Background: an optimization exercise with open tools, aiming at small area. Do not read the settings as production practice.
The RTL was checked by simulation tests, not by an equivalence proof against the original design.
The flow treats the clock pin as an ideal source, which a real chip does not have.
Power figures rest on the tool's default switching activity, not on a simulated workload.

## flow/config.mk

```make
export PLATFORM = sky130hd
export DESIGN_NAME = AXI_raddr
export DESIGN_NICKNAME = AXI_raddr
export VERILOG_FILES = /design/flow/design.v
export SDC_FILE = /design/flow/constraint.sdc
export NUM_CORES = 4
export LEC_CHECK = 0
export CAP_MARGIN = 20
export CORE_MARGIN = 2
export CORE_UTILIZATION = 40
export GPL_TIMING_DRIVEN = 0
export SLEW_MARGIN = 20
```

## flow/standard.sh

```bash
#!/bin/bash
# synth_recipe.tcl (not shown) runs the flow's synth.tcl, then flattens the netlist and writes it again
# the make line also repeats each setting of config.mk as NAME=value (left out here)
make -C /OpenROAD-flow-scripts/flow DESIGN_CONFIG=/design/flow/config.mk WORK_HOME=/design/flow/orfs CLKGATE_MAP_FILE= SYNTH_SCRIPT=/design/flow/synth_recipe.tcl "${@:-finish}"
```

## flow/flow/run.sh

```bash
#!/bin/bash
# Standard ORFS layout with two changes: the port buffers use the smallest
# buffer cell, and (if flow/abc.script exists) ABC maps with an area-oriented script.
set -euo pipefail
here=$(pwd)
if [[ -f flow/abc.script ]]; then
  cp -r "$FLOW_HOME/scripts" "$here/scripts"
  cp flow/abc.script "$here/scripts/abc_speed.script"
  export SCRIPTS_DIR="$here/scripts"
fi
if [[ -f flow/cts_args ]]; then export CTS_ARGS="$(cat flow/cts_args)"; fi
export BUFFER_PORTS_ARGS="-buffer_cell sky130_fd_sc_hd__buf_1"
bash standard.sh > standard_flow.log 2>&1
```

## flow/flow/abc.script

```
&get -n
&st
&deepsyn -T 60
&put
strash
dch -f
amap
```

## flow/design.v

```verilog
module AXI_raddr(
	aclk,
	areset,
	araddr,
	arlen,
	arvalid,
	arready,
	dma_axi_start,
	dma_axi_raddr_free,
	dma_cfg_saddr,
	dma_cfg_number,
	dma_cfg_sexceed_4k
);
input aclk;
input areset;
output [31:0] araddr;
output [3:0] arlen;
output arvalid;
input arready;
input dma_axi_start;
output dma_axi_raddr_free;
input [31:0] dma_cfg_saddr;
input [13:0] dma_cfg_number;
input dma_cfg_sexceed_4k;
reg busy;
reg [31:0] araddr;
reg [3:0] arlen;
reg len_zero;
reg [13:0] cnt;
reg last;
assign arvalid = busy;
assign dma_axi_raddr_free = ~busy;
genvar i;
wire load = ~busy & dma_axi_start;
wire take = busy & arready & ~len_zero;
wire adv = busy & arready & ~last;
wire [13:0] cnt_in = busy ? cnt : dma_cfg_number;
wire [3:0] sub_lo = busy ? (take ? ~arlen : 4'd0) : 4'hf;
wire sub_hi = ~busy | take;
wire [4:0] cnt_lo = {1'b0, cnt_in[3:0]} + {1'b0, sub_lo};
wire dec = sub_hi & ~cnt_lo[4];
wire [9:0] x = cnt_in[13:4];
wire [13:0] cnt_nx;
assign cnt_nx[3:0] = cnt_lo[3:0];
assign cnt_nx[4] = x[0] ^ dec;
generate
	for (i = 1; i < 10; i = i + 1) begin : g_cnt
		assign cnt_nx[4+i] = x[i] ^ (dec & ~|x[i-1:0]);
	end
endgenerate
wire hi = |x[9:1] | (x[0] ^ dec);
wire [3:0] len_nx = hi ? 4'hf : cnt_lo[3:0];
wire [3:0] s = dma_cfg_saddr[3:0];
wire s_zero = ~|s;
wire num_zero = ~|dma_cfg_number;
wire first_last = dma_cfg_sexceed_4k ?
	(~|dma_cfg_number[13:4] & &(cnt_lo[3:0] ^ s)) :
	(~hi | num_zero);
wire add = adv & ~len_zero;
wire [4:0] sum_lo = {1'b0, araddr[3:0]} + {1'b0, arlen} + 5'd1;
wire [31:0] addr_nx;
assign addr_nx[3:0] = add ? sum_lo[3:0] : araddr[3:0];
wire [7:0] blk;
assign blk[0] = add & sum_lo[4];
generate
	for (i = 0; i < 7; i = i + 1) begin : g_blk
		assign blk[i+1] = blk[i] & &araddr[4*i+7:4*i+4];
		assign addr_nx[4*i+4] = araddr[4*i+4] ^ blk[i];
		assign addr_nx[4*i+5] = araddr[4*i+5] ^ (blk[i] & araddr[4*i+4]);
		assign addr_nx[4*i+6] = araddr[4*i+6] ^ (blk[i] & &araddr[4*i+5:4*i+4]);
		assign addr_nx[4*i+7] = araddr[4*i+7] ^ (blk[i] & &araddr[4*i+6:4*i+4]);
	end
endgenerate
wire sel_load = areset & load;
wire sel_next = areset & ~load;
always @(posedge aclk)
	araddr <= ({32{sel_load}} & dma_cfg_saddr) | ({32{sel_next}} & addr_nx);
always @(posedge aclk) begin
	if (!areset) begin
		busy <= 1'b0;
		arlen <= 4'd0;
		len_zero <= 1'b0;
	end else begin
		if (busy)
			busy <= ~(arready & last);
		else
			busy <= dma_axi_start;
		if (load & dma_cfg_sexceed_4k) begin
			arlen <= ~s;
			len_zero <= s_zero;
		end else if (load) begin
			arlen <= len_nx;
			len_zero <= num_zero;
		end else if (adv) begin
			arlen <= len_nx;
			len_zero <= 1'b0;
		end
	end
	cnt <= cnt_nx;
	if (load)
		last <= first_last;
	else if (adv)
		last <= ~hi;
end
endmodule
```

## flow/constraint.sdc

```tcl
create_clock -name core_clock -period 5.0 [get_ports {aclk}]
set_input_delay 1.0000 -clock core_clock [delete_from_list [all_inputs] [get_ports {aclk}]]
set_output_delay 1.0000 -clock core_clock [all_outputs]
set_load 0.01 [all_outputs]
```

## flow/flow/cts_args

```
-sink_clustering_enable -repair_clock_nets -buf_list sky130_fd_sc_hd__clkbuf_8 -root_buf sky130_fd_sc_hd__clkbuf_8 -dont_use_dummy_load
```

==> run summary, run 1 <==
Outcome:
- The flow ran to the end and the layout has no timing, DRC or antenna violations.

Placed design:
- In this run, placement finished with an instance count of 477.
- The count of buffers inserted at the top-level ports is 88.
- The global placer's final weighted congestion is 0.823.
- The total half-perimeter wirelength after legalization and detailed placement is 4760 um.

Worst setup path:
- The critical path ends at araddr[31]$_DFF_P_.
- The nature of the critical path endpoint is a register.
- Data on the critical path is required at its endpoint by 5.20 ns.
- The cell seen most often among critical-path stages is sky130_fd_sc_hd__and3_1.
- The slowest stage of the critical path is the sky130_fd_sc_hd__dfxtp_1 cell.
- Of all nets on the critical path, the largest fanout is 3.
- For the worst flop-to-flop path, the logic depth is 26.
- In this design, the largest share of critical-path delay is due to simple AND/OR/NAND/NOR gates.
- The setup check on the worst reg-to-reg path leaves a slack of 0.40 ns.
- The number of buffer and inverter stages on the critical path is 3.
- The kind of start point of the critical path is a register.
- The capturing point of the worst reg2reg path is araddr[31]$_DFF_P_.
- The critical path crosses 26 cells after its start point.
- The arrival time of data at the critical path endpoint is 4.81 ns.
- Tracing the worst setup path back leads to its startpoint at arlen[0]$_SDFFE_PN0P_.
- The largest single stage delay on the critical path is 0.37 ns.
- The critical path in this run is classified as reg -> reg.
- The worst register-to-register path begins at arlen[0]$_SDFFE_PN0P_.

Routing:
- Across all layers, the routed design uses 2,536 vias.
- For this block, the initial DRC count from the detailed router was 95.
- The pre-antenna-repair detailed-routing pass consisted of 5 iterations.
- In the routed design, unresolved DRC markers number 0.
- The final wirelength is 6290 um.
- The post-detailed-route count of antenna-violating nets is 0.
- The per-cell routed wire length is 13.1 um.
- Dividing the detail-routed via count by the number of cells gives 5.26.

STA:
- The transition time at the pin with the least slew margin is 0.779 ns.
- The number of max-slew violations in the final report is 0.
- Clock skew on the completed layout was measured at 0.0133 ns.
- In this run the tightest slew margin relative to its limit is 48.0%.
- The final setup violation count is 0.
- For this run, the top clock speed supported by timing is 217 MHz.
- After layout, the minimum clock period comes to 4.60 ns.
- The final hold violation count was 0.
- The post-route fraction of the period consumed by the critical path is 92.0%.
- Final hold analysis gives a worst-case slack of 0.509 ns.

Clocking:
- In this run the clock root is driven by a sky130_fd_sc_hd__clkbuf_8.
- Clock tree synthesis inserted a total of 5 buffers.
- In this run the number of H-tree levels came out at 2.
- The clock net sink count is 53.
- After clock tree synthesis, the clock-pin slew on the worst setup and hold paths is 0.09 ns.
- TritonCTS built the clock tree.
- In this run, post-CTS hold repair placed 0 buffers.
- The later pin in the worst-skew pair is clocked with a latency of 0.30 ns.
- The longest clock path from root to sink contains 2 buffers.

Synthesis:
- Of the synthesized area, sequential elements account for 41.7%.
- The synthesized design contains 53 register bits.
- Averaged over all synthesized cells, the footprint is 8.24 sq um.
- The post-synthesis cell area is 2570 sq um.
- The number of nets in the synthesized netlist is 381.
- The count of unique library cells instantiated by Yosys is 29.
- In the synthesized netlist, the number of instances is 312.
- For this run, the number of Yosys warnings is 1.

Cells and area:
- Cells with a size suffix above 1 make up 2.96% of the layout.
- The number of nets in the final layout is 476.
- The filler cells instantiated in the layout total 659.
- The area growth from synthesis to layout is 20.4%.
- 0 antenna diodes ended up in the layout.
- Once layout is complete, the cells apart from fillers number 482.

GRT:
- The number of antenna violations at the first check in global routing is 0.
- The first global-routing pass estimated 10,300 um of wire.
- The via count of the first global-routing pass is 2,229.
- Global routing finished with a remaining overflow of 0.
- The maximum number of pins on one net before global-route repair is 24.
- The global routing usage summed across all routing layers is 17.6%.

Flow run:
- The number of maximum-capacitance violations is 0.

Pwr:
- The worst supply voltage drop on vdd is 0.000158 V.
- Dividing total power by cell area gives a power density of 301 nW/um^2.
- The design draws 930 uW.
- The leakage power summed over all cells is 1.17 nW.

Floorplan:
- The placeable core region is 6280 sq um.
- The die covers 7080 sq um.
- In this run the horizontal extent of the chip is 84.2 um.
- The effective utilization at floorplan is 40.9%.
- After floorplanning, the core was divided into 29 placement rows.
- The y dimension of the die is 84.2 um.
- The number of I/O pins is 89.

Worst hold path:
- The class of the tightest hold or removal check is reg -> reg.
==> repair_timing <==
| action | CTS | global route |
|---|---|---|
| endpoints found under the setup margin | 0 | 1 |
| resized for setup | 0 | 6 |
| setup buffers | 0 | 0 |
==> flip-flops by register name, indices dropped and copies added (netlist names) <==
signal,cells
araddr,32
arlen,4
last,1
len_zero,1
cnt,14
busy,1
==> routing by layer <==
metal	GRT usage, %	wire, um
met4	4.25	44
met1	24.6	3050
met5	0	0
met3	3.44	407
met2	28.2	2790
==> worst min-delay path by stage <==
stage | start | to | slack (ns) | cells past startpoint
final | araddr[0]$_DFF_P_ | araddr[0]$_DFF_P_ | 0.51 | 2
after global routing | arlen[2]$_SDFFE_PN0P_ | arlen[2]$_SDFFE_PN0P_ | 0.55 | 2
after CTS | araddr[0]$_DFF_P_ | araddr[0]$_DFF_P_ | 0.51 | 2
after detailed placement | araddr[0]$_DFF_P_ | araddr[0]$_DFF_P_ | 0.49 | 2
after global placement | araddr[0]$_DFF_P_ | araddr[0]$_DFF_P_ | 0.48 | 2
after floorplan | arlen[3]$_SDFFE_PN0P_ | arlen[3]$_SDFFE_PN0P_ | 0.50 | 2
==> final cells by class <==
class	instances	area, sq um	share of cell area, %
Clock buffer	5	68.8	2.22
Sequential cell	53	1070	34.6
Multi-Input combinational cell	216	1370	44.2
Timing Repair Buffer	88	330	10.7
Tap cell	77	96.3	3.11
Inverter	43	161	5.21
==> layout by cell type (no fill, tap or decap) <==
| cell | instances |
|---|---|
| sky130_fd_sc_hd__a22o_1 | 13 |
| sky130_fd_sc_hd__nand4_1 | 1 |
| sky130_fd_sc_hd__nor4_1 | 2 |
| sky130_fd_sc_hd__o22ai_1 | 9 |
| sky130_fd_sc_hd__o32ai_1 | 14 |
| sky130_fd_sc_hd__a41oi_1 | 1 |
| sky130_fd_sc_hd__a222oi_1 | 1 |
| sky130_fd_sc_hd__and2_0 | 7 |
| sky130_fd_sc_hd__a221o_1 | 1 |
| sky130_fd_sc_hd__nor2_2 | 2 |
| sky130_fd_sc_hd__dfxtp_1 | 52 |
| sky130_fd_sc_hd__fa_1 | 2 |
| sky130_fd_sc_hd__nand2_1 | 32 |
| sky130_fd_sc_hd__nor3_1 | 1 |
| sky130_fd_sc_hd__o221ai_1 | 4 |
| sky130_fd_sc_hd__and3_1 | 10 |
| sky130_fd_sc_hd__a21oi_1 | 7 |
| sky130_fd_sc_hd__or3_1 | 1 |
| sky130_fd_sc_hd__or4_1 | 2 |
| sky130_fd_sc_hd__clkinv_1 | 43 |
| sky130_fd_sc_hd__a21o_1 | 3 |
| sky130_fd_sc_hd__o21ai_0 | 31 |
| sky130_fd_sc_hd__a22oi_1 | 1 |
| sky130_fd_sc_hd__clkbuf_8 | 5 |
| sky130_fd_sc_hd__buf_1 | 88 |
| sky130_fd_sc_hd__nand3_1 | 2 |
| sky130_fd_sc_hd__ha_1 | 16 |
| sky130_fd_sc_hd__a211oi_1 | 3 |
| sky130_fd_sc_hd__nor2_1 | 42 |
| sky130_fd_sc_hd__o21a_1 | 1 |
| sky130_fd_sc_hd__a31oi_1 | 2 |
| sky130_fd_sc_hd__and3_4 | 5 |
| sky130_fd_sc_hd__edfxtp_1 | 1 |
==> synthesized netlist by cell type <==
master,count,area (sq um)
sky130_fd_sc_hd__dfxtp_1,52,1040
sky130_fd_sc_hd__nand4_1,1,6.26
sky130_fd_sc_hd__nand2_1,32,120
sky130_fd_sc_hd__and2_0,7,43.8
sky130_fd_sc_hd__ha_1,16,200
sky130_fd_sc_hd__a21oi_1,7,35.0
sky130_fd_sc_hd__a21o_1,3,22.5
sky130_fd_sc_hd__a211oi_1,3,22.5
sky130_fd_sc_hd__nor4_1,2,12.5
sky130_fd_sc_hd__o221ai_1,4,35.0
sky130_fd_sc_hd__o32ai_1,14,123
sky130_fd_sc_hd__a22o_1,13,114
sky130_fd_sc_hd__nor2_1,44,165
sky130_fd_sc_hd__fa_1,2,40.0
sky130_fd_sc_hd__or3_1,1,6.26
sky130_fd_sc_hd__and3_1,15,93.8
sky130_fd_sc_hd__nor3_1,1,5.00
sky130_fd_sc_hd__a31oi_1,2,12.5
sky130_fd_sc_hd__clkinv_1,43,161
sky130_fd_sc_hd__a221o_1,1,10.0
sky130_fd_sc_hd__a22oi_1,1,7.51
sky130_fd_sc_hd__a222oi_1,1,10.0
sky130_fd_sc_hd__o21a_1,1,7.51
sky130_fd_sc_hd__o22ai_1,9,56.3
sky130_fd_sc_hd__a41oi_1,1,8.76
sky130_fd_sc_hd__nand3_1,2,10.0
sky130_fd_sc_hd__o21ai_0,31,155
sky130_fd_sc_hd__or4_1,2,15.0
sky130_fd_sc_hd__edfxtp_1,1,30.0
==> worst reg2reg max path: stages, from the launching register on <==
cell and delay (ns):
sky130_fd_sc_hd__dfxtp_1 0.37, sky130_fd_sc_hd__clkinv_1 0.10, sky130_fd_sc_hd__ha_1 0.19, sky130_fd_sc_hd__clkinv_1 0.07, sky130_fd_sc_hd__fa_1 0.17, sky130_fd_sc_hd__clkinv_1 0.10
sky130_fd_sc_hd__nor2_2 0.13, sky130_fd_sc_hd__nor2_1 0.05, sky130_fd_sc_hd__nor2_1 0.10, sky130_fd_sc_hd__nor2_1 0.05, sky130_fd_sc_hd__nor2_1 0.14, sky130_fd_sc_hd__and3_1 0.21
sky130_fd_sc_hd__and3_4 0.21, sky130_fd_sc_hd__and3_1 0.19, sky130_fd_sc_hd__and3_4 0.20, sky130_fd_sc_hd__and3_1 0.19, sky130_fd_sc_hd__and3_1 0.21, sky130_fd_sc_hd__and3_4 0.20
sky130_fd_sc_hd__and3_4 0.19, sky130_fd_sc_hd__and3_1 0.20, sky130_fd_sc_hd__and3_1 0.21, sky130_fd_sc_hd__and3_1 0.21, sky130_fd_sc_hd__and3_4 0.21, sky130_fd_sc_hd__and3_1 0.19
sky130_fd_sc_hd__and2_0 0.16, sky130_fd_sc_hd__nor2_1 0.05, sky130_fd_sc_hd__o32ai_1 0.23
==> metrics by stage <==
step	setup WS [ns]	TNS (ns)	utilization, %	instance area (sq um)
final	0.398	0	49.3	3100
after global routing	-0.00878	-0.00878	49.3	3100
after CTS	0.340	0	48.9	3070
after detailed placement	0.119	0	47.8	3000
after global placement	0.144	0	47.7	3000
after floorplan	0.774	0	-	2570
==> report_power, final <==
group,total [mW],internal [mW],switching [mW]
Sequential,0.504,0.473,0.0312
Combinational,0.205,0.0804,0.125
Clock,0.221,0.0908,0.130
==> kinds of logic (layout without fill, tap and decap cells) <==
kind of cell    after synthesis  count (layout)  share of synthesized area [%]
fa+ha+maj                    18              18                           9.35
compound gates               91              91                           24.1
flops                        53              53                           41.7
buf+inv                      43             136                           6.28
simple gates                107             107                           18.6
==> inputs of run 2 (changes only) <==
==> flow/flow/run.sh (replaced) <==
#!/bin/bash
# Standard ORFS layout (the standard.sh) with these changes:
#  - port buffers use the smallest buffer cell (buf_1);
#  - if flow/abc.script exists, ABC maps with it instead of the speed script;
#  - if flow/noadder exists, Yosys leaves adders to ABC (no full/half-adder cells);
#  - if flow/cts_args exists, it replaces the clock_tree_synthesis arguments.
set -euo pipefail
here=$(pwd)
if [[ -f flow/abc.script ]]; then
  cp -r "$FLOW_HOME/scripts" "$here/scripts"
  cp flow/abc.script "$here/scripts/abc_speed.script"
  export SCRIPTS_DIR="$here/scripts"
fi
if [[ -f flow/noadder ]]; then export ADDER_MAP_FILE=; fi
if [[ -f flow/cts_args ]]; then export CTS_ARGS="$(cat flow/cts_args)"; fi
export BUFFER_PORTS_ARGS="-buffer_cell sky130_fd_sc_hd__buf_1"
bash standard.sh > standard_flow.log 2>&1
==> flow/flow/abc.script (replaced) <==
strash
dc2
strash
dch -f
amap
==> flow/flow/noadder (new file) <==
Yosys leaves adders to ABC
==> run 2 against run 1 <==
Against the previous run: critical path type is now in -> reg; sequential power is 2% higher; power increased by 2.2%; clock skew is 0.0056 ns higher; clock power barely moved; core utilization rose by 1.9 points; still clean; first-iteration DRC count decreased by 5.3%; largest power group unchanged; non-clock buffer count up 1; critical path depth is 5 lower.
==> run summary, run 2 <==
Synthesis:
- Yosys attributes the largest share of cell area to sky130_fd_sc_hd__dfxtp_1 (42%), sky130_fd_sc_hd__o32ai_1 (11%), sky130_fd_sc_hd__nor2_1 (8.1%).
- The commonest cells after synthesis are sky130_fd_sc_hd__nor2_1 (54), sky130_fd_sc_hd__dfxtp_1 (52), sky130_fd_sc_hd__clkinv_1 (48).
- The largest area contributor in the synthesized netlist is sky130_fd_sc_hd__dfxtp_1.
- The most instantiated flip-flop cell in the synthesis netlist is sky130_fd_sc_hd__dfxtp_1.
- The mean area per synthesized cell was 7.86 sq um (-4.6%).
- The post-synth net total is 369 (-3.1%).
- The async set-reset flop share out of synthesis is 0% (unchanged).
- The count of unique library cells instantiated by Yosys is 28 (-3.4%).
- The cell count after synthesis is 318 (+1.9%).
- Among all cell types in the netlist, the one instantiated most often is sky130_fd_sc_hd__nor2_1.
- The post-synthesis cell area is 2500 sq um (-2.8%).
- The warning count from the yosys run was 1 (unchanged).
- The number of enable-type register cells in the synthesized netlist was 1 (unchanged).
- The fraction of post-synthesis cell area in the top cell type by area was 41.7% (+1.2 points).
- The post-synthesis sequential element count is 53 (unchanged).
- The fraction of the yosys area taken by sequential cells is 42.9% (+1.2 points).

Clocking:
- The clock latency at the later pin of the worst-skew pair is 0.30 ns (about the same).
- The number of buffers added to fix hold violations after cts is 0 (unchanged).
- The TritonCTS clock tree is built.
- The CTS clock-pin slew for the worst setup and hold paths is 0.09 ns (about the same).
- The number of setup buffers added after CTS is 0 (unchanged).
- The clock net sink count is 53 (unchanged).
- The number of buffers created by CTS came to 5 (unchanged).

Routing:
- The remaining routing DRC violations is 0 (unchanged).
- The detailed-route vias per instance is 5.31 (+0.96%).
- The post-detailed-route count of antenna-violating nets is 0 (unchanged).
- The iteration-0 DRC count of the detailed router is 90 (-5.3%).
- The number of vias in the routed layout is 2,587 (+2.0%).
- The total iterations of the first detailed-routing run is 4 (-1).
- The final wirelength was 6250 um (-0.73%).
- The per-cell routed wire length is 12.8 um (-1.8%).

Pwr:
- The power density over the cells is 310 nW/um^2 (+3.0%).
- The worst supply voltage drop on vdd is 0.000188 V (+19%).
- The leakage power summed over all cells came to 1.10 nW (-6.3%).
- The total power of the final layout is 951 uW (+2.2%).

Cells and area:
- The flip-flop count of the largest register after layout came to 32 (unchanged).
- The number of diodes added for antenna fixing is 0 (unchanged).
- The layout cell share with drive strength beyond 1 came to 5.34% (+2.4 points).
- The finished layout cell area is 3070 sq um (-0.81%).
- Ranked by flip-flop count, first place goes to araddr.
- The largest registers in the layout are araddr (32), cnt (14), arlen (4).
- The area growth from synthesis to layout is 22.9%.
- The utilization after layout was 51.3% (+1.9 points).
- The post-route non-filler standard cell count is 487 (+1.0%).
- The library cell used most frequently in the layout, excluding fill and tap cells, is sky130_fd_sc_hd__buf_1.
- Leaving out fill and tap cells, the most frequent cells in the layout are sky130_fd_sc_hd__buf_1 (88), sky130_fd_sc_hd__nor2_1 (53), sky130_fd_sc_hd__dfxtp_1 (50).
- The number of nets in the final layout is 465 (-2.3%).

Floorplan:
- The die area is 6890 sq um (-2.6%).
- The placeable core region was 5990 sq um (-4.6%).
- The effective utilization at floorplan is 41.7% (+0.77 points).
- The count of standard-cell rows was 28 (-3.4%).
- The number of I/O pins was 89 (unchanged).
- The y dimension of the die is 83.0 um (-1.3%).
- The die extent in x was 83.0 um (-1.3%).

Placed design:
- The number of placed cells counting well taps is 482 (+1.0%).
- The count of buffers inserted at the top-level ports is 88 (unchanged).
- The global placer's final weighted congestion is 0.800 (-2.8%).
- The total half-perimeter wirelength after legalization and detailed placement is 4600 um (-3.4%).
- The post-place instance area came to 2940 sq um (-2.0%).

GRT:
- The most used routing layer is met2.
- The maximum number of pins on one net before global-route repair is 34 (+42%).
- The first-pass GRT wire length is 10,500 um (+2.0%).
- The met1 track demand over resource in global routing came to 23.9% (-0.68 points).
- The met3 global-route usage is 4.08% (+0.63 points).
- The met2 demand-to-capacity share in global routing is 28.8% (+0.60 points).
- The via count of the first global-routing pass is 2,459 (+10%).
- The sum of overflow across all layers after global routing came to 0 (unchanged).
- The global routing usage summed across all routing layers was 17.9% (+0.24 points).
- The number of antenna violations at the first check in global routing was 0 (unchanged).

Worst setup path:
- Walking the worst path, the cells encountered are buf_1 > nand2_1 > nor3_4 > inv_2 > nor2_2 > and3_4 > and3_4 > and3_4 > and3_4 > and3_4 > and3_1 > and3_1 > and3_1 > and3_1 > and3_4 > and3_1 > and3_4 > and3_4 > and2_0 > nor2_1 > o32ai_1.
- The critical path class is in -> reg.
- The worst setup path is captured at a register.
- The critical path's largest stage delay is 0.28 ns (-0.09 ns).
- The cell type of the slowest stage on the worst timing path is sky130_fd_sc_hd__nor3_4.
- The arrival time of data at the critical path endpoint was 4.77 ns (-0.04 ns).
- The category of cells accounting for the largest share of critical-path delay is simple AND/OR/NAND/NOR gates.
- The number of buffer and inverter stages on the critical path came to 2 (-1).
- The most numerous cell type found on the critical path is sky130_fd_sc_hd__and3_4.
- The data required time at the worst endpoint is 5.21 ns (about the same).
- STA classifies the critical path startpoint as a primary input.
- The largest driver fanout on the critical path was 5 (+2).

STA:
- The maximum clock frequency is 220 MHz (+1.0%).
- The number of max-slew violations in the final report is 0 (unchanged).
- The largest clock skew in the final design is 0.0189 ns (+0.00561 ns).
- The minimum clock period is 4.55 ns (-0.0473 ns).
- The post-route fraction of the period consumed by the critical path was 91.1% (-0.95 points).
- The final setup violation count was 0 (unchanged).
- The transition time at the pin with the least slew margin is 0.672 ns (-0.108 ns).
- The final hold violation count came to 0 (unchanged).
- The worst-case headroom to the max-slew limit is 55.1% (+7.1 points).
- The aggregate negative setup slack came to 0 ns (unchanged).

Worst hold path:
- The worst hold path belongs to the class reg -> reg.

Outcome:
- The flow ran to the end and the layout has no timing, DRC or antenna violations.

Flow run:
- The number of maximum-capacitance violations was 0 (unchanged).
[run 2: cell types whose count changed in the layout (fill, tap and decap cells not counted), sizes merged, moves of 4 or more]
cell / before / now
a21oi: 7 / 12
a22o: 13 / 5
and3: 15 / 25
ha: 16 / 0
nand2: 32 / 20
nor2: 44 / 54
nor3: 1 / 5
o21ai: 31 / 22
o221ai: 4 / 0
o32ai: 14 / 32
[run 2: worst min-delay path, delay by kind of cell, from the launching register on]
family          cells  cell delay, ns
compound gates      1            0.07
flops               1            0.31
buf+inv             1            0.08
[run 2: timing repair]
action | in CTS | in global routing
hold endpoints to repair | 0 | 0
gates resized for setup | 2 | 16
pin swaps | 0 | 1
setup endpoints to repair | 2 | 4
[run 2: worst paths after layout]
check / to / cells after the start / slack (ns) / start
worst max-delay path: araddr[31]$_DFF_P_ / 21 / 0.45 / arready
worst min register to register: arlen[3]$_SDFFE_PN0P_ / 2 / 0.50 / arlen[3]$_SDFFE_PN0P_
worst min-delay path: arlen[3]$_SDFFE_PN0P_ / 2 / 0.50 / arlen[3]$_SDFFE_PN0P_
worst max register to register: araddr[31]$_DFF_P_ / 25 / 0.45 / araddr[1]$_DFF_P_
[run 2: metal layers]
metal	routed length, um	vias to the layer above
met3	333	5
met2	2760	71
met4	46	0
met1	3110	1161
li1	-	1350
met5	0	-
[run 2: through the flow]
| stage | hold WS (ns) | worst slack, ns |
|---|---|---|
| 2_1_floorplan | 0.500 | 0.347 |
| 3_3_place_gp | 0.494 | -0.476 |
| 3_5_place_dp | 0.496 | -0.466 |
| 4_1_cts | 0.509 | 0.0793 |
| 5_1_grt | 0.552 | -0.00151 |
| 6_report | 0.501 | 0.445 |
[run 2: cells by family (layout without fill, tap and decap cells)]
| family | Yosys count | after routing | synth area share, % |
|---|---|---|---|
| AND/OR/NAND/NOR | 121 | 121 | 23.1 |
| buffers and inverters | 48 | 142 | 7.21 |
| AO/OA/AOI/OAI | 96 | 96 | 26.8 |
| flip-flops | 53 | 53 | 42.9 |
[run 2: cell type report]
cell class / count / area [sq um]
inverters: 48 / 180
clock buffers: 5 / 68.8
well taps: 75 / 93.8
fillers: 651 / 2920
flip-flops and latches: 53 / 1070
multi-input cells: 217 / 1310
repair buffers: 89 / 345
[run 2: where the power goes]
part           internal (mW)  switching [mW]
clock network         0.0907           0.128
registers              0.478          0.0345
logic                 0.0849           0.135
==> inputs of run 3 (changes only) <==
==> flow/flow/abc.script (replaced) <==
&get -n
&st
&deepsyn -T 60
&put
strash
dch -f
amap
==> run 3 against run 2 <==
Against the previous run: still clean on timing, DRC and antenna; first-iteration DRC count grew 8.9%; sequential share of layout area down 1.4 points; clock skew shrank 0.0089 ns; sequential power decreased by 2%; final cell count up 3.3%; die area is 0.71% lower; critical path depth rose by 5; critical endpoint is now araddr[26]$_DFF_P_.
==> run summary, run 3 <==
Clocking:
- The clock latency at the later pin of the worst-skew pair was 0.30 ns (about the same).
- The CTS clock-pin slew for the worst setup and hold paths came to 0.08 ns (about the same).
- The clock net sink count was 53 (unchanged).
- TritonCTS built the clock tree.
- The number of buffers created by CTS is 5 (unchanged).
- The number of buffers added to fix hold violations after cts is 0 (unchanged).

GRT:
- The global routing usage summed across all routing layers came to 18.2% (+0.36 points).
- The sum of overflow across all layers after global routing is 0 (unchanged).
- The most used routing layer is met2.
- The met1 track demand over resource in global routing is 23.8% (-0.15 points).
- The met2 demand-to-capacity share in global routing is 30.2% (+1.3 points).
- The number of antenna violations at the first check in global routing is 0 (unchanged).
- The via count of the first global-routing pass was 2,226 (-9.5%).
- The first-pass GRT wire length came to 9780 um (-6.7%).
- The met3 global-route usage was 3.80% (-0.27 points).
- The maximum number of pins on one net before global-route repair is 19 (-44%).

Synthesis:
- The post-synthesis cell area is 2480 sq um (-0.75%).
- The async set-reset flop share out of synthesis is 0% (unchanged).
- By count the netlist is led by sky130_fd_sc_hd__clkinv_1 (56), sky130_fd_sc_hd__nor2_1 (55), sky130_fd_sc_hd__dfxtp_1 (52).
- Among all cell types in the netlist, the one instantiated most often is sky130_fd_sc_hd__clkinv_1.
- The post-synthesis sequential element count is 53 (unchanged).
- The cell count after synthesis is 324 (+1.9%).
- By area the synthesized netlist is led by sky130_fd_sc_hd__dfxtp_1 (42%), sky130_fd_sc_hd__o32ai_1 (11%), sky130_fd_sc_hd__clkinv_1 (8.5%).
- The largest area contributor in the synthesized netlist is sky130_fd_sc_hd__dfxtp_1.
- The count of unique library cells instantiated by Yosys was 27 (-3.6%).
- The number of enable-type register cells in the synthesized netlist was 1 (unchanged).
- The post-synth net total is 375 (+1.6%).
- The fraction of the yosys area taken by sequential cells is 43.2% (+0.32 points).
- The fraction of post-synthesis cell area in the top cell type by area was 42.0% (+0.32 points).
- The mean area per synthesized cell is 7.65 sq um (-2.6%).
- The most used flip-flop cell after synthesis is sky130_fd_sc_hd__dfxtp_1.
- The warning count from the yosys run is 1 (unchanged).

Worst setup path:
- The cell that appears most often on the critical path is sky130_fd_sc_hd__and3_1.
- The largest driver fanout on the critical path came to 3 (-2).
- The number of buffer and inverter stages on the critical path is 5 (+3).
- The category of cells accounting for the largest share of critical-path delay is simple AND/OR/NAND/NOR gates.
- The critical path in this run is classified as in -> reg.
- STA classifies the critical path startpoint as a primary input.
- STA classifies the critical path endpoint as a register.
- The cell type of the slowest stage on the worst timing path is sky130_fd_sc_hd__o32ai_1.
- The critical path's largest stage delay is 0.25 ns (-0.03 ns).
- The data required time at the worst endpoint is 5.20 ns (about the same).
- The arrival time of data at the critical path endpoint is 5.00 ns (+0.23 ns).

STA:
- The maximum clock frequency came to 208 MHz (-5.2%).
- The post-route fraction of the period consumed by the critical path is 96.1% (+5.0 points).
- The worst-case headroom to the max-slew limit is 55.6% (+0.53 points).
- The final setup violation count was 0 (unchanged).
- The aggregate negative setup slack was 0 ns (unchanged).
- The transition time at the pin with the least slew margin came to 0.664 ns (-0.00712 ns).
- The largest clock skew in the final design came to 0.0101 ns (-0.00888 ns).
- The number of max-slew violations in the final report was 0 (unchanged).
- The final hold violation count was 0 (unchanged).
- The minimum clock period is 4.80 ns (+0.248 ns).

Flow run:
- The number of maximum-capacitance violations was 0 (unchanged).

Floorplan:
- The placeable core region came to 5960 sq um (-0.58%).
- The y dimension of the die is 82.7 um (-0.36%).
- The die area came to 6850 sq um (-0.71%).
- The effective utilization at floorplan came to 41.6% (-0.070 points).
- The count of standard-cell rows is 28 (unchanged).
- The die extent in x is 82.7 um (-0.36%).
- The number of I/O pins is 89 (unchanged).

Outcome:
- The flow ran to the end and the layout has no timing, DRC or antenna violations.

Pwr:
- The total power of the final layout is 921 uW (-3.2%).
- The power density over the cells came to 288 nW/um^2 (-7.0%).
- The leakage power summed over all cells is 1.12 nW (+2.1%).
- The worst supply voltage drop on vdd was 0.000139 V (-26%).

Routing:
- The total iterations of the first detailed-routing run was 4 (unchanged).
- The post-detailed-route count of antenna-violating nets is 0 (unchanged).
- The detailed-route vias per instance is 5.25 (-1.2%).
- The iteration-0 DRC count of the detailed router is 98 (+8.9%).
- The number of vias in the routed layout came to 2,641 (+2.1%).
- The per-cell routed wire length is 12.6 um (-1.5%).
- The final wirelength is 6350 um (+1.7%).
- The remaining routing DRC violations came to 0 (unchanged).

Cells and area:
- The layout cell share with drive strength beyond 1 was 10.0% (+4.7 points).
- Leaving out fill and tap cells, the most frequent cells in the layout are sky130_fd_sc_hd__buf_1 (87), sky130_fd_sc_hd__nor2_1 (53), sky130_fd_sc_hd__clkinv_1 (52).
- The number of nets in the final layout came to 481 (+3.4%).
- The number of diodes added for antenna fixing is 0 (unchanged).
- The area growth from synthesis to layout is 29.0%.
- In the final layout, the registers with the most flip-flops are araddr (32), cnt (14), arlen (4).
- The number of fillers in the final layout came to 612 (-6.0%).
- The flip-flop count of the largest register after layout is 32 (unchanged).
- The utilization after layout came to 53.7% (+2.4 points).
- Leaving out fill and tap cells, the most frequent cell in the layout is sky130_fd_sc_hd__buf_1.
- The most flop-heavy register is araddr.

Placed design:
- The total half-perimeter wirelength after legalization and detailed placement was 4680 um (+1.8%).
- The count of buffers inserted at the top-level ports is 88 (unchanged).
- The global placer's final weighted congestion came to 0.782 (-2.2%).

Worst hold path:
- The class of the tightest hold or removal check is reg -> reg.
## run 3: cell families after synthesis
logic type / share of synthesized area [%]
and+or+nand+nor: 23.8
AOI/OAI and AO/OA: 24.6
buffers and inverters: 8.48
DFF: 43.2
## run 3: worst paths after layout
path,startpoint,endpoint,slack (ns),cells past startpoint
worst max-delay path,arready,araddr[26]$_DFF_P_,0.20,26
worst min-delay path,len_zero$_SDFFE_PN0P_,len_zero$_SDFFE_PN0P_,0.51,2
worst max register to register,busy$_SDFF_PN0_,araddr[26]$_DFF_P_,0.29,25
worst min register to register,len_zero$_SDFFE_PN0P_,len_zero$_SDFFE_PN0P_,0.51,2
## run 3: metrics by stage
stage / worst slack (ns) / hold slack (ns) / cell area, sq um / std cells
global placement: -0.809 / 0.483 / 2920 / 487
global route: -0.00885 / 0.560 / 3200 / 503
CTS: 0.0135 / 0.509 / 3130 / 498
floorplan: 0.0202 / 0.471 / 2500 / 324
detailed placement: -0.774 / 0.498 / 2950 / 489
finish: 0.197 / 0.507 / 3200 / 503
## run 3: timing repair
| action | in CTS | in global routing |
|---|---|---|
| gates resized for setup | 19 | 12 |
| endpoints found under the setup margin | 8 | 8 |
| buffers inserted | 4 | 5 |
| pin swaps | 3 | 6 |
## run 3: report_power, final
| part | internal [mW] | total, mW | switching, mW |
|---|---|---|---|
| registers | 0.469 | 0.504 | 0.0351 |
| clock network | 0.0907 | 0.215 | 0.124 |
| logic | 0.0783 | 0.201 | 0.123 |
| total | 0.638 | 0.921 | 0.283 |
## run 3: layout make-up
cell class	instances	area, sq um	area share (%)
multi-input cells	215	1310	41.0
flip-flops and latches	53	1070	33.6
repair buffers	99	429	13.4
inverters	56	220	6.89
well taps	75	93.8	2.93
clock buffers	5	68.8	2.15
## run 3: worst reg2reg max path, cell delays in order, from the launching register on
cell	delay, ns
sky130_fd_sc_hd__dfxtp_4	0.50
sky130_fd_sc_hd__clkinv_4	0.20
sky130_fd_sc_hd__nor3_4	0.25
sky130_fd_sc_hd__clkinv_2	0.12
sky130_fd_sc_hd__nor2_4	0.17
sky130_fd_sc_hd__buf_4	0.13
sky130_fd_sc_hd__o21ai_1	0.10
sky130_fd_sc_hd__nor2_2	0.15
sky130_fd_sc_hd__a21oi_4	0.04
sky130_fd_sc_hd__and2_4	0.13
sky130_fd_sc_hd__nor2_1	0.09
sky130_fd_sc_hd__nor2_1	0.06
sky130_fd_sc_hd__buf_4	0.13
sky130_fd_sc_hd__and2_0	0.20
sky130_fd_sc_hd__and3_4	0.20
sky130_fd_sc_hd__and3_1	0.19
sky130_fd_sc_hd__and3_4	0.18
sky130_fd_sc_hd__and3_4	0.17
sky130_fd_sc_hd__and3_1	0.18
sky130_fd_sc_hd__and3_1	0.20
sky130_fd_sc_hd__and3_1	0.20
sky130_fd_sc_hd__and3_1	0.19
sky130_fd_sc_hd__and3_1	0.20
sky130_fd_sc_hd__and3_1	0.20
sky130_fd_sc_hd__and3_1	0.18
sky130_fd_sc_hd__o32ai_1	0.25
## run 3: metal layers
metal / vias up / share of wire, %
met4: 0 / 1.1
met5: - / 0
met1: 1178 / 48
met2: 78 / 45
met3: 6 / 5.8
li1: 1379 / -
==> inputs of run 4 (changes only) <==
==> flow/flow/abc.script (replaced) <==
strash
dc2
strash
dch -f
amap
--- a/flow/config.mk
+++ b/flow/config.mk
@@ -8,5 +8,5 @@
 export CAP_MARGIN = 20
 export CORE_MARGIN = 2
 export CORE_UTILIZATION = 40
-export GPL_TIMING_DRIVEN = 0
+export GPL_TIMING_DRIVEN = 1
 export SLEW_MARGIN = 20
==> run 4 against run 3 <==
Against the previous run: largest power group unchanged; die area up 0.71%; via count down 1.1%; setup slack better by 0.15 ns; first-iteration DRC count down 18%; clock skew up 0.0088 ns.
==> run summary, run 4 <==
Outcome:
- The run finished with no timing, DRC or antenna violations.

Flow run:
- The number of maximum-capacitance violations is 0 (unchanged).

Cells and area:
- The flip-flop count of the largest register after layout is 32 (unchanged).
- The largest registers in the layout are araddr (32), cnt (14), arlen (4).
- The post-route non-filler standard cell count was 491 (-2.4%).
- The layout cell share with drive strength beyond 1 is 5.29% (-4.8 points).
- The library cell used most frequently in the layout, excluding fill and tap cells, is sky130_fd_sc_hd__buf_1.
- The number of nets in the final layout came to 469 (-2.5%).
- The finished layout cell area is 3070 sq um (-4.0%).
- The top cell types in the final layout, fill and taps aside, are sky130_fd_sc_hd__buf_1 (88), sky130_fd_sc_hd__nor2_1 (53), sky130_fd_sc_hd__dfxtp_1 (51).
- The utilization after layout was 51.2% (-2.5 points).
- The most flop-heavy register is araddr.
- The area growth from synthesis to layout is 22.8%.
- The number of diodes added for antenna fixing is 0 (unchanged).

Worst setup path:
- The worst reg-to-reg path cell count came to 25 (unchanged).
- The critical path class is in -> reg.
- The worst register-to-register path begins at araddr[1]$_DFF_P_.
- The worst setup path is captured at a register.
- The launch point of the critical path is arready.
- The cell seen most often among critical-path stages is sky130_fd_sc_hd__and3_1.
- On the critical path, the stage with the largest delay is an instance of sky130_fd_sc_hd__nor3_1.
- The data required time at the worst endpoint is 5.21 ns (about the same).
- The signal on the critical path passes through buf_1 > nand2_1 > nor3_1 > clkinv_1 > nor2_2 > and3_4 > and3_1 > and3_1 > and3_1 > and3_1 > and3_4 > and3_4 > and3_1 > and3_4 > and3_4 > and3_1 > and3_2 > and3_1 > and2_0 > nor2_1 > o32ai_1.
- The arrival time of data at the critical path endpoint came to 4.86 ns (-0.14 ns).
- The capturing point of the worst reg2reg path is araddr[31]$_DFF_P_.
- STA classifies the critical path startpoint as a primary input.
- The critical path's largest stage delay was 0.31 ns (+0.06 ns).
- The largest driver fanout on the critical path is 4 (+1).
- The setup slack of the worst register-to-register path is 0.44 ns (+0.15 ns).

GRT:
- The sum of overflow across all layers after global routing is 0 (unchanged).
- The global routing usage summed across all routing layers is 17.3% (-0.96 points).
- The first-pass GRT wire length is 10,100 um (+2.9%).
- The number of antenna violations at the first check in global routing is 0 (unchanged).
- The via count of the first global-routing pass is 2,243 (+0.76%).
- The maximum number of pins on one net before global-route repair came to 34 (+15).

Placed design:
- The post-place instance area is 2950 sq um (about the same).
- The number of placed cells counting well taps is 485 (-0.82%).
- The count of buffers inserted at the top-level ports is 88 (unchanged).
- The global placer's final weighted congestion is 0.795 (+1.6%).
- The placement-stage worst setup slack is 0.00327 ns (+0.778 ns).
- The total half-perimeter wirelength after legalization and detailed placement is 4750 um (+1.5%).

Clocking:
- TritonCTS built the clock tree.
- The clock latency at the later pin of the worst-skew pair is 0.30 ns (about the same).
- The CTS clock-pin slew for the worst setup and hold paths came to 0.09 ns (about the same).
- The number of buffers added to fix hold violations after cts is 0 (unchanged).
- The clock net sink count was 53 (unchanged).
- The number of buffers created by CTS was 5 (unchanged).

Routing:
- The post-detailed-route count of antenna-violating nets is 0 (unchanged).
- The final wirelength is 6260 um (-1.4%).
- The number of vias in the routed layout is 2,613 (-1.1%).
- The iteration-0 DRC count of the detailed router is 80 (-18%).
- The total iterations of the first detailed-routing run is 4 (unchanged).
- The remaining routing DRC violations was 0 (unchanged).
- The per-cell routed wire length is 12.8 um (+0.99%).
- The detailed-route vias per instance came to 5.32 (+1.4%).

Synthesis:
- The cell count after synthesis is 318 (-1.9%).
- The count of unique library cells instantiated by Yosys is 28 (+3.7%).
- The post-synth net total is 369 (-1.6%).
- The fraction of the yosys area taken by sequential cells is 42.9% (-0.32 points).
- Sorting the synthesized cells by area gives the leading types as sky130_fd_sc_hd__dfxtp_1 (42%), sky130_fd_sc_hd__o32ai_1 (11%), sky130_fd_sc_hd__nor2_1 (8.1%).
- The fraction of post-synthesis cell area in the top cell type by area is 41.7% (-0.32 points).
- sky130_fd_sc_hd__nor2_1 is the most common cell in the netlist.
- The warning count from the yosys run is 1 (unchanged).
- The number of enable-type register cells in the synthesized netlist was 1 (unchanged).
- The post-synthesis cell area is 2500 sq um (+0.76%).
- The post-synthesis sequential element count was 53 (unchanged).
- The largest area contributor in the synthesized netlist is sky130_fd_sc_hd__dfxtp_1.
- The mean area per synthesized cell came to 7.86 sq um (+2.7%).
- Among all flip-flop cells after synthesis, the most frequent one is sky130_fd_sc_hd__dfxtp_1.
- The async set-reset flop share out of synthesis is 0% (unchanged).
- In the synthesized netlist, the cells that appear most often are sky130_fd_sc_hd__nor2_1 (54), sky130_fd_sc_hd__dfxtp_1 (52), sky130_fd_sc_hd__clkinv_1 (48).

Floorplan:
- The die area is 6890 sq um (+0.71%).
- The effective utilization at floorplan is 41.7% (+0.070 points).
- The die extent in x came to 83.0 um (+0.36%).
- The y dimension of the die is 83.0 um (+0.36%).
- The number of I/O pins is 89 (unchanged).
- The count of standard-cell rows came to 28 (unchanged).
- The placeable core region came to 5990 sq um (+0.59%).

Worst hold path:
- The cell depth of the worst min-delay path is 2 (unchanged).
- The sink of the worst hold path is arlen[3]$_SDFFE_PN0P_.
- The startpoint identified for the worst hold timing path is arlen[3]$_SDFFE_PN0P_.
- The min-delay analysis places its worst path in the category reg -> reg.

STA:
- The worst-case headroom to the max-slew limit was 57.6% (+2.0 points).
- The final hold violation count is 0 (unchanged).
- The post-route fraction of the period consumed by the critical path was 93.0% (-3.0 points).
- The transition time at the pin with the least slew margin is 0.629 ns (-0.0357 ns).
- The worst path setup slack after routing was 0.349 ns (+0.152 ns).
- The maximum clock frequency is 215 MHz (+3.3%).
- The number of max-slew violations in the final report came to 0 (unchanged).
- The aggregate negative setup slack is 0 ns (unchanged).
- The largest clock skew in the final design was 0.0188 ns (+0.00876 ns).
- The final hold slack is 0.521 ns (+0.0138 ns).
- The minimum clock period came to 4.65 ns (-0.152 ns).
- The final setup violation count is 0 (unchanged).

Pwr:
- The worst supply voltage drop on vdd is 0.000132 V (-4.9%).
- The power density over the cells is 309 nW/um^2 (+7.2%).
- The leakage power summed over all cells is 1.12 nW (-0.29%).
- The total power of the final layout is 947 uW (+2.9%).
-- run 4: cell type report --
cell class	count	area [sq um]
multi-input combinational	217	1290
sequential	53	1070
clock buffer	5	68.8
timing repair buffer	93	368
tap	75	93.8
fill	625	2920
inverter	48	180
-- run 4: worst max path at each step --
stage / end / slack (ns) / cells past startpoint
after floorplan: araddr[31]$_DFF_P_ / 0.35 / 20
after global placement: araddr[31]$_DFF_P_ / 0.12 / 21
after detailed placement: araddr[31]$_DFF_P_ / 0.003 / 21
after CTS: araddr[31]$_DFF_P_ / 0.31 / 25
after global routing: araddr[31]$_DFF_P_ / -0.01 / 25
final: araddr[31]$_DFF_P_ / 0.35 / 21
-- run 4: critical path: cells and delay by family --
kind            cells  cell delay (ns)
compound gates      1             0.23
buf+inv             2             0.25
simple gates       18             3.36
-- run 4: power by group --
group	internal, mW	switching [mW]	total (mW)	leakage [nW]
Sequential	0.477	0.0291	0.506	0.442
Clock	0.0906	0.122	0.213	0.0359
Combinational	0.0868	0.141	0.228	0.643
Total	0.655	0.292	0.947	1.12
-- run 4: cell families (layout without fill, tap and decap cells) --
logic type	after synthesis	count (layout)	synth area share, %
and+or+nand+nor	121	121	23.1
AOI/OAI and AO/OA	96	96	26.8
buffers and inverters	48	146	7.21
DFF	53	53	42.9
-- run 4: timing repair --
item	CTS	global route
setup endpoints to repair	0	3
gates resized for setup	0	11
buffers inserted	0	1
-- run 4: routing by layer --
| layer | up-vias | share of wire (%) | global-route usage, % |
|---|---|---|---|
| li1 | 1355 | - | - |
| met4 | 0 | 0.54 | 4.02 |
| met1 | 1182 | 49 | 23.0 |
| met2 | 72 | 45 | 28.1 |
| met5 | - | 0 | 0 |
| met3 | 4 | 5.3 | 4.37 |
==> inputs of run 5 (changes only) <==
--- a/flow/config.mk
+++ b/flow/config.mk
@@ -7,6 +7,6 @@
 export LEC_CHECK = 0
 export CAP_MARGIN = 20
 export CORE_MARGIN = 2
-export CORE_UTILIZATION = 40
+export CORE_UTILIZATION = 70
 export GPL_TIMING_DRIVEN = 1
 export SLEW_MARGIN = 20
==> run 5 against run 4 <==
Against the previous run: via count is 8.0% higher; global-route usage is 16 points higher; register-to-register slack worse by 0.09 ns; critical path depth stayed put; combinational power hardly changed; maximum frequency is 0.36% lower; setup slack worse by 0.017 ns; clock-buffer cell count stayed put; synthesized cell count stayed put; clock power is 3% higher; sequential share of layout area is 0.49 points higher.
==> run summary, run 5 <==
Synthesis:
- The most frequent cell after synthesis is sky130_fd_sc_hd__nor2_1.
- The commonest cells after synthesis are sky130_fd_sc_hd__nor2_1 (54), sky130_fd_sc_hd__dfxtp_1 (52), sky130_fd_sc_hd__clkinv_1 (48).
- By area the synthesized netlist is led by sky130_fd_sc_hd__dfxtp_1 (42%), sky130_fd_sc_hd__o32ai_1 (11%), sky130_fd_sc_hd__nor2_1 (8.1%).
- The count of unique library cells instantiated by Yosys is 28 (unchanged).
- The number of enable-type register cells in the synthesized netlist is 1 (unchanged).
- The async set-reset flop share out of synthesis came to 0% (unchanged).
- The post-synthesis cell area is 2500 sq um (unchanged).
- The fraction of post-synthesis cell area in the top cell type by area is 41.7% (unchanged).
- The post-synthesis sequential element count is 53 (unchanged).
- The warning count from the yosys run is 1 (unchanged).
- The most instantiated flip-flop cell in the synthesis netlist is sky130_fd_sc_hd__dfxtp_1.
- The cell count after synthesis was 318 (unchanged).
- The fraction of the yosys area taken by sequential cells came to 42.9% (unchanged).
- The mean area per synthesized cell is 7.86 sq um (unchanged).
- The largest area contributor in the synthesized netlist is sky130_fd_sc_hd__dfxtp_1.
- The post-synth net total was 369 (unchanged).

Outcome:
- The run finished with no timing, DRC or antenna violations.

Worst setup path:
- The largest driver fanout on the critical path is 4 (unchanged).
- The worst reg-to-reg path cell count came to 25 (unchanged).
- The data required time at the worst endpoint came to 5.20 ns (about the same).
- The arrival time of data at the critical path endpoint came to 4.87 ns (about the same).
- The worst register-to-register path begins at araddr[1]$_DFF_P_.
- The nature of the critical path endpoint is a register.
- The setup slack of the worst register-to-register path was 0.35 ns (-0.09 ns).
- The setup path with the least slack is of type in -> reg.
- The kind of start point of the critical path is a primary input.
- The worst register-to-register path ends at araddr[31]$_DFF_P_.

Floorplan:
- The die area came to 4060 sq um (-41%).
- The y dimension of the die came to 63.7 um (-23%).
- The placeable core region is 3390 sq um (-43%).
- The number of I/O pins is 89 (unchanged).
- The die extent in x is 63.7 um (-23%).
- The count of standard-cell rows is 21 (-25%).
- The effective utilization at floorplan was 73.7% (+32 points).

STA:
- The number of max-slew violations in the final report is 0 (unchanged).
- The final hold slack came to 0.515 ns (-0.00642 ns).
- The worst-case headroom to the max-slew limit came to 28.2% (-29 points).
- The transition time at the pin with the least slew margin is 1.07 ns (+0.445 ns).
- The maximum clock frequency is 214 MHz (-0.36%).
- The post-route fraction of the period consumed by the critical path is 93.3% (+0.33 points).
- The minimum clock period is 4.67 ns (+0.0166 ns).
- The final setup violation count is 0 (unchanged).
- The final hold violation count came to 0 (unchanged).
- The largest clock skew in the final design is 0.00975 ns (-0.00907 ns).
- The aggregate negative setup slack was 0 ns (unchanged).

GRT:
- The sum of overflow across all layers after global routing is 0 (unchanged).
- The first-pass GRT wire length came to 10,900 um (+7.9%).
- The via count of the first global-routing pass is 2,573 (+15%).
- The maximum number of pins on one net before global-route repair is 34 (unchanged).
- The number of antenna violations at the first check in global routing was 0 (unchanged).
- The global routing usage summed across all routing layers is 33.2% (+16 points).

Cells and area:
- Compared with the post-synthesis result, the final layout area differs by 21.1%.
- The layout cell share with drive strength beyond 1 is 4.82% (-0.47 points).
- The most common cell after layout, fill and taps aside is sky130_fd_sc_hd__buf_1.
- The finished layout cell area is 3030 sq um (-1.4%).
- The library cells used most frequently in the layout, excluding fill and tap cells, are sky130_fd_sc_hd__buf_1 (88), sky130_fd_sc_hd__nor2_1 (53), sky130_fd_sc_hd__dfxtp_1 (51).
- The number of nets in the final layout came to 468 (-0.21%).
- In the final layout, the registers with the most flip-flops are araddr (32), cnt (14), arlen (4).
- The flip-flop count of the largest register after layout is 32 (unchanged).
- The most flop-heavy register is araddr.
- The number of diodes added for antenna fixing was 0 (unchanged).

Placed design:
- The total half-perimeter wirelength after legalization and detailed placement is 4820 um (+1.5%).
- The global placer's final weighted congestion was 0.981 (+23%).
- The post-place instance area is 2920 sq um (-1.2%).
- The count of buffers inserted at the top-level ports was 88 (unchanged).

Clocking:
- The clock latency at the later pin of the worst-skew pair is 0.31 ns (about the same).
- The TritonCTS clock tree is built.
- The post-cts gate resize count came to 0 (unchanged).
- The clock net sink count was 53 (unchanged).
- The number of setup buffers added after CTS is 0 (unchanged).
- The number of buffers created by CTS is 5 (unchanged).
- The CTS clock-pin slew for the worst setup and hold paths is 0.08 ns (about the same).
- The number of buffers added to fix hold violations after cts was 0 (unchanged).

Routing:
- The post-detailed-route count of antenna-violating nets is 0 (unchanged).
- The total iterations of the first detailed-routing run is 5 (+1).
- The detailed-route vias per instance is 6.12 (+15%).
- The iteration-0 DRC count of the detailed router was 283 (+250%).
- The per-cell routed wire length is 14.7 um (+15%).
- The remaining routing DRC violations came to 0 (unchanged).
- The number of vias in the routed layout is 2,822 (+8.0%).
- The final wirelength was 6770 um (+8.1%).

Pwr:
- The worst supply voltage drop on vdd came to 0.000229 V (+73%).
- The power density over the cells came to 317 nW/um^2 (+2.7%).
- The leakage power summed over all cells is 1.11 nW (-0.64%).

Worst hold path:
- The path with the worst hold slack has its endpoint at arlen[3]$_SDFFE_PN0P_.
- In this run the worst hold path is classified as reg -> reg.
- The cell depth of the worst min-delay path was 2 (unchanged).
- The startpoint identified for the worst hold timing path is arlen[3]$_SDFFE_PN0P_.

Flow run:
- The number of maximum-capacitance violations came to 0 (unchanged).
## run 5: cell counts after synthesis
Identical to the previous run, type by type.
## run 5: how the worst max path moves through the flow
stage / from / endpoint / cells past startpoint
4_1_cts: araddr[1]$_DFF_P_ / araddr[31]$_DFF_P_ / 25
5_1_grt: araddr[1]$_DFF_P_ / araddr[31]$_DFF_P_ / 25
3_3_place_gp: arready / araddr[31]$_DFF_P_ / 21
6_report: arready / araddr[31]$_DFF_P_ / 21
2_1_floorplan: arready / araddr[31]$_DFF_P_ / 20
3_5_place_dp: arready / araddr[31]$_DFF_P_ / 21
## run 5: layout make-up
class / instances / area (sq um)
multi-input combinational: 217 / 1290
sequential: 53 / 1070
fill: 185 / 363
timing repair buffer: 92 / 360
inverter: 48 / 180
clock buffer: 5 / 68.8
tap: 46 / 57.6
## run 5: per-stage QoR
stage,total power [mW],utilization (%),cells,setup WS (ns)
after global routing,1.00,89.3,461,-0.00893
final,0.959,89.3,461,0.333
after global placement,0.731,86.0,456,0.203
after CTS,0.949,88.1,461,0.159
after detailed placement,0.740,86.0,456,-0.0630
after floorplan,0.661,-,318,0.347
## run 5: logic make-up (layout without fill, tap and decap cells)
group                  after synthesis  count (layout)  share of synthesized area [%]
flip-flops                          53              53                           42.9
buffers and inverters               48             145                           7.21
AO/OA/AOI/OAI                       96              96                           26.8
AND/OR/NAND/NOR                    121             121                           23.1
## run 5: power breakdown
part / internal, mW / switching, mW / total (mW)
sequential: 0.477 / 0.0315 / 0.509
combinational: 0.0862 / 0.145 / 0.231
clock: 0.0907 / 0.129 / 0.219
total: 0.654 / 0.305 / 0.959
## run 5: critical path: stages
cell and delay [ns]:
sky130_fd_sc_hd__buf_1 0.08, sky130_fd_sc_hd__nand2_1 0.09, sky130_fd_sc_hd__nor3_1 0.25, sky130_fd_sc_hd__clkinv_1 0.15
sky130_fd_sc_hd__nor2_2 0.15, sky130_fd_sc_hd__and3_4 0.21, sky130_fd_sc_hd__and3_1 0.19, sky130_fd_sc_hd__and3_4 0.20
sky130_fd_sc_hd__and3_4 0.19, sky130_fd_sc_hd__and3_1 0.20, sky130_fd_sc_hd__and3_1 0.20, sky130_fd_sc_hd__and3_1 0.21
sky130_fd_sc_hd__and3_4 0.21, sky130_fd_sc_hd__and3_1 0.19, sky130_fd_sc_hd__and3_1 0.21, sky130_fd_sc_hd__and3_4 0.20
sky130_fd_sc_hd__and3_4 0.19, sky130_fd_sc_hd__and3_1 0.22, sky130_fd_sc_hd__and2_0 0.17, sky130_fd_sc_hd__nor2_1 0.05
sky130_fd_sc_hd__o32ai_1 0.26
## run 5: per-layer routing
metal / up-vias / global-route usage, % / routed length, um
met2: 161 / 59.3 / 3420
li1: 1357 / - / -
met5: - / 0 / 0
met4: 0 / 15.5 / 155
met1: 1280 / 37.3 / 2690
met3: 24 / 7.75 / 507
==> inputs of run 6 (changes only) <==
--- a/flow/config.mk
+++ b/flow/config.mk
@@ -7,6 +7,6 @@
 export LEC_CHECK = 0
 export CAP_MARGIN = 20
 export CORE_MARGIN = 2
-export CORE_UTILIZATION = 70
-export GPL_TIMING_DRIVEN = 1
+export CORE_UTILIZATION = 80
+export GPL_TIMING_DRIVEN = 0
 export SLEW_MARGIN = 20
==> run 6 against run 5 <==
Against the previous run: area after synthesis stayed put; the run now fails in global placement (3_3_place_gp); synthesized cell count unchanged.
==> run summary, run 6 <==
Outcome:
- The run stopped with a tool error.
- Progress stopped at global placement (3_3_place_gp).
- The tool reported: "[ERROR GPL-0301] Utilization 108.398 % exceeds 100%".

Synthesis:
- The main combinational cell family by area after synthesis is compound AO/OA/AOI/OAI gates.
- The number of enable-type register cells in the synthesized netlist was 1 (unchanged).
- The warning count from the yosys run is 1 (unchanged).
- The arithmetic-cell share of the synthesized area counting full adders, half adders and majority gates is 0% (unchanged).
- The fraction of the yosys area taken by sequential cells is 42.9% (unchanged).
- Counting instances in the post-synthesis netlist gives the leading cell types as sky130_fd_sc_hd__nor2_1 (54), sky130_fd_sc_hd__dfxtp_1 (52), sky130_fd_sc_hd__clkinv_1 (48).
- The largest area contributor in the synthesized netlist is sky130_fd_sc_hd__dfxtp_1.
- The async set-reset flop share out of synthesis is 0% (unchanged).
- The fraction of the mapped netlist area in compound gates was 26.8% (unchanged).
- The simple-gate area share of the yosys netlist is 23.1% (unchanged).
- The fraction of post-synthesis cell area in the top cell type by area is 41.7% (unchanged).
- The mean area per synthesized cell is 7.86 sq um (unchanged).
- The most frequent cell after synthesis is sky130_fd_sc_hd__nor2_1.
- The most instantiated flip-flop cell in the synthesis netlist is sky130_fd_sc_hd__dfxtp_1.
- The fraction of synthesized cell area in xor and xnor cells came to 0% (unchanged).
- By area the synthesized netlist is led by sky130_fd_sc_hd__dfxtp_1 (42%), sky130_fd_sc_hd__o32ai_1 (11%), sky130_fd_sc_hd__nor2_1 (8.1%).
- The multiplexer share of the synthesized area is 0% (unchanged).
- The post-synthesis sequential element count was 53 (unchanged).
- The count of unique library cells instantiated by Yosys was 28 (unchanged).
- The post-synth net total is 369 (unchanged).
- The post-synthesis cell area is 2500 sq um (unchanged).
- The cell count after synthesis is 318 (unchanged).

Placed design:
- The count of buffers inserted at the top-level ports was 88 (unchanged).

Floorplan:
- The y dimension of the die was 59.9 um (-6.1%).
- The count of standard-cell rows was 20 (-4.8%).
- The number of I/O pins was 89 (unchanged).
- The die extent in x was 59.9 um (-6.1%).
- The effective utilization at floorplan is 83.2% (+9.5 points).
-- run 6: logic make-up after synthesis --
group	count (synthesis)
AOI/OAI and AO/OA	96
DFF	53
buffers and inverters	48
and+or+nand+nor	121
==> inputs of run 7 (changes only) <==
--- a/flow/config.mk
+++ b/flow/config.mk
@@ -7,6 +7,6 @@
 export LEC_CHECK = 0
 export CAP_MARGIN = 20
 export CORE_MARGIN = 2
-export CORE_UTILIZATION = 80
+export CORE_UTILIZATION = 65
 export GPL_TIMING_DRIVEN = 0
 export SLEW_MARGIN = 20
==> run 7 against run 6 <==
Against the previous run: the run now finishes clean; synthesized cell count unchanged; area after synthesis unchanged.
==> run summary, run 7 <==
Synthesis:
- Ranked by total cell area, the synthesized netlist is headed by sky130_fd_sc_hd__dfxtp_1 (42%), sky130_fd_sc_hd__o32ai_1 (11%), sky130_fd_sc_hd__nor2_1 (8.1%).
- The post-synthesis sequential element count is 53 (unchanged).
- The post-synthesis cell area is 2500 sq um (unchanged).
- The most common cell in the synthesized netlist is sky130_fd_sc_hd__nor2_1.
- The cell count after synthesis came to 318 (unchanged).
- The number of enable-type register cells in the synthesized netlist came to 1 (unchanged).
- The post-synth net total is 369 (unchanged).
- The warning count from the yosys run is 1 (unchanged).
- The synthesized design spends more area on one cell type than any other, namely sky130_fd_sc_hd__dfxtp_1.
- The mean area per synthesized cell is 7.86 sq um (unchanged).
- The count of unique library cells instantiated by Yosys is 28 (unchanged).
- The fraction of the yosys area taken by sequential cells is 42.9% (unchanged).
- By count the netlist is led by sky130_fd_sc_hd__nor2_1 (54), sky130_fd_sc_hd__dfxtp_1 (52), sky130_fd_sc_hd__clkinv_1 (48).
- The async set-reset flop share out of synthesis was 0% (unchanged).
- The most used flip-flop cell after synthesis is sky130_fd_sc_hd__dfxtp_1.
- The fraction of post-synthesis cell area in the top cell type by area came to 41.7% (unchanged).

STA:
- The transition time at the pin with the least slew margin is 0.659 ns.
- The minimum clock period is 4.70 ns.
- The number of max-slew violations in the final report is 0.
- The maximum clock frequency is 213 MHz.
- For the final routed database, the setup TNS stands at 0 ns.
- The final setup violation count is 0.
- For the final database, setup skew stands at 0.00257 ns.
- The worst-case headroom to the max-slew limit is 55.6%.
- The final hold violation count is 0.
- After layout, the worst path uses 94.0% of the clock period.
- The final hold slack is 0.509 ns.

Cells and area:
- Cells with a size suffix above 1 make up 4.38% of the layout.
- Leaving out fill and tap cells, the most frequent cell in the layout is sky130_fd_sc_hd__buf_1.
- The finished layout cell area is 3000 sq um.
- The library cells used most frequently in the layout, excluding fill and tap cells, are sky130_fd_sc_hd__buf_1 (88), sky130_fd_sc_hd__nor2_1 (53), sky130_fd_sc_hd__dfxtp_1 (50).
- The area growth from synthesis to layout is 20.2%.
- More flip-flops sit in one register than any other, and that register is araddr.
- The number of nets in the final layout is 464.
- The number of diodes added for antenna fixing is 0.
- The largest registers in the layout are araddr (32), cnt (14), arlen (4).
- The flip-flop count of the largest register after layout is 32.

Clocking:
- Clock-pin slew was measured on the worst setup and hold paths at 0.08 ns.
- The TritonCTS clock tree is built.
- The number of buffers added to fix hold violations after cts is 0.
- The number of setup buffers added after CTS is 0.
- The clock drives 53 sinks.
- The clock latency at the later pin of the worst-skew pair is 0.30 ns.
- The number of buffers created by CTS is 5.
- The post-cts gate resize count is 2.

Flow run:
- The number of maximum-capacitance violations is 0.

Pwr:
- Summed over all nets, the switching power comes to 298 uW.
- The leakage power summed over all cells is 1.10 nW.
- The fraction of power spent switching nets is 31.4%.
- The worst-case IR drop observed on VDD is 0.000205 V.
- The part of the total power dissipated in the clock network is 22.9%.
- Registers are responsible for 54.0% of the overall power.
- Internal power comes to 651 uW.
- Dividing total power by cell area gives a power density of 316 nW/um^2.
- Combinational cells account for 23.1% of the total power.

GRT:
- The number of antenna violations at the first check in global routing is 0.
- The first global-routing pass estimated 9740 um of wire.
- Summed over all layers, the global routing overflow is 0.
- Across every metal layer, demand over resource in global routing totals 28.4%.
- The maximum number of pins on one net before global-route repair is 34.
- The via count of the first global-routing pass was 2,360.

Routing:
- In this run the remaining antenna-violating nets after routing total 0.
- In the routed layout, each cell is associated on average with a via count of 5.82.
- After detailed routing, the number of remaining DRC violations is 0.
- The final wirelength is 6150 um.
- The per-cell routed wire length is 13.4 um.
- The number of vias in the routed layout is 2,673.
- For this run, the detailed router's first-pass iteration total came to 4.
- The first routing iteration left 177 violations.

Placed design:
- Routability-driven placement finished with a final weighted congestion of 0.880.
- The post-place instance area is 2890 sq um.
- The count of buffers inserted at the top-level ports came to 88 (unchanged).
- The total half-perimeter wirelength after legalization and detailed placement is 4510 um.

Floorplan:
- The core region is 3690 sq um.
- The number of I/O pins is 89 (unchanged).
- The y dimension of the die is 66 um (+10%).
- The count of standard-cell rows is 22 (+10%).
- The die extent in x is 66 um (+10%).
- The die area is 4360 sq um.
- The effective utilization at floorplan is 67.7% (-15 points).

Worst setup path:
- For the worst setup path, the data arrival time is 4.91 ns.
- Of all nets on the critical path, the largest fanout is 5.
- The critical path is of the in -> reg type.
- STA classifies the critical path startpoint as a primary input.
- STA puts the critical path data required time at 5.21 ns.
- The nature of the critical path endpoint is a register.

Outcome:
- The flow ran to the end and the layout has no timing, DRC or antenna violations.

Worst hold path:
- The class of the tightest hold or removal check is reg -> reg.
run 7: cell counts after synthesis:
Identical to the previous run, type by type.
run 7: area by class of cell:
cell class                 count  area (sq um)
fill                         261           684
timing repair buffer          88           330
multi-input combinational    217          1290
tap                           48          60.1
sequential                    53          1070
inverter                      48           180
clock buffer                   5          68.8
run 7: cell families (layout without fill, tap and decap cells):
logic type | Yosys count | after routing | synth area share, %
compound gates | 96 | 96 | 26.8
buf+inv | 48 | 141 | 7.21
flops | 53 | 53 | 42.9
simple gates | 121 | 121 | 23.1
run 7: through the flow:
stage               total power, mW  utilization, %  worst slack, ns  cells
finish                        0.950            81.4            0.300    459
global route                   1.00            81.4         -0.00256    459
CTS                           0.947            80.4           0.0338    459
detailed placement            0.734            78.3           -0.453    454
global placement              0.725            78.3           -0.358    454
floorplan                     0.661               -            0.347    318
run 7: worst max-delay path, stage by stage:
cell	delay (ns)
sky130_fd_sc_hd__buf_1	0.09
sky130_fd_sc_hd__nand2_1	0.13
sky130_fd_sc_hd__nor3_4	0.29
sky130_fd_sc_hd__inv_2	0.11
sky130_fd_sc_hd__nor2_2	0.13
sky130_fd_sc_hd__and3_1	0.22
sky130_fd_sc_hd__and3_4	0.21
sky130_fd_sc_hd__and3_4	0.19
sky130_fd_sc_hd__and3_1	0.19
sky130_fd_sc_hd__and3_1	0.22
sky130_fd_sc_hd__and3_1	0.22
sky130_fd_sc_hd__and3_1	0.22
sky130_fd_sc_hd__and3_1	0.21
sky130_fd_sc_hd__and3_1	0.21
sky130_fd_sc_hd__and3_1	0.20
sky130_fd_sc_hd__and3_1	0.22
sky130_fd_sc_hd__and3_4	0.22
sky130_fd_sc_hd__and3_4	0.20
sky130_fd_sc_hd__and2_0	0.16
sky130_fd_sc_hd__nor2_1	0.05
sky130_fd_sc_hd__o32ai_1	0.23
run 7: routing by layer:
metal,global-route usage [%],part of all wire (%),vias up
met4,6.89,0.73,0
met2,52.1,50,88
met5,0,0,-
li1,-,-,1355
met3,6.64,6.3,6
met1,33.1,43,1224
run 7: path summary, 6_finish.rpt:
kind | startpoint | depth (start not counted) | to | slack, ns
worst max-delay path | arready | 21 | araddr[31]$_DFF_P_ | 0.30
worst max register to register | araddr[1]$_DFF_P_ | 25 | araddr[31]$_DFF_P_ | 0.36
worst min-delay path | arlen[3]$_SDFFE_PN0P_ | 2 | arlen[3]$_SDFFE_PN0P_ | 0.51
worst min register to register | arlen[3]$_SDFFE_PN0P_ | 2 | arlen[3]$_SDFFE_PN0P_ | 0.51
run 7: power groups by stage:
stage / Sequential [mW] / Clock (mW) / Combinational, mW
6_report: 0.512 / 0.218 / 0.219
2_1_floorplan: 0.524 / 0 / 0.137
4_1_cts: 0.510 / 0.221 / 0.216
5_1_grt: 0.518 / 0.235 / 0.249
3_5_place_dp: 0.520 / 0 / 0.214
3_3_place_gp: 0.517 / 0 / 0.208

==> re-timing with driven ports <==
The flow's constraints put no driver on any port. The routed layouts listed below were extracted and timed again, unchanged, in two steps. Step 1 sets driving cells, clkbuf_16 on the clock port and buf_2 on the other inputs (assumed; they add their load-dependent delay and slew). Step 2 also shifts input and output timing later by t, the mid clock arrival at the registers, as if the neighbouring blocks saw the same clock. a / b / c = ideal / step 1 / step 2; a / b = the first two.
run | t, ns | setup WS [ns]
run 1 | 0.324 | 0.398 / 0.398 / 0.185
run 2 | 0.322 | 0.445 / 0.433 / 0.112
run 3 | 0.321 | 0.197 / 0.199 / -0.122
run 4 | 0.318 | 0.349 / 0.338 / 0.020
run 5 | 0.332 | 0.333 / 0.314 / -0.018
run 7 | 0.324 | 0.300 / 0.284 / -0.040
Met with ideal ports but missed after step 2: setup timing in run 3, run 5 and run 7.
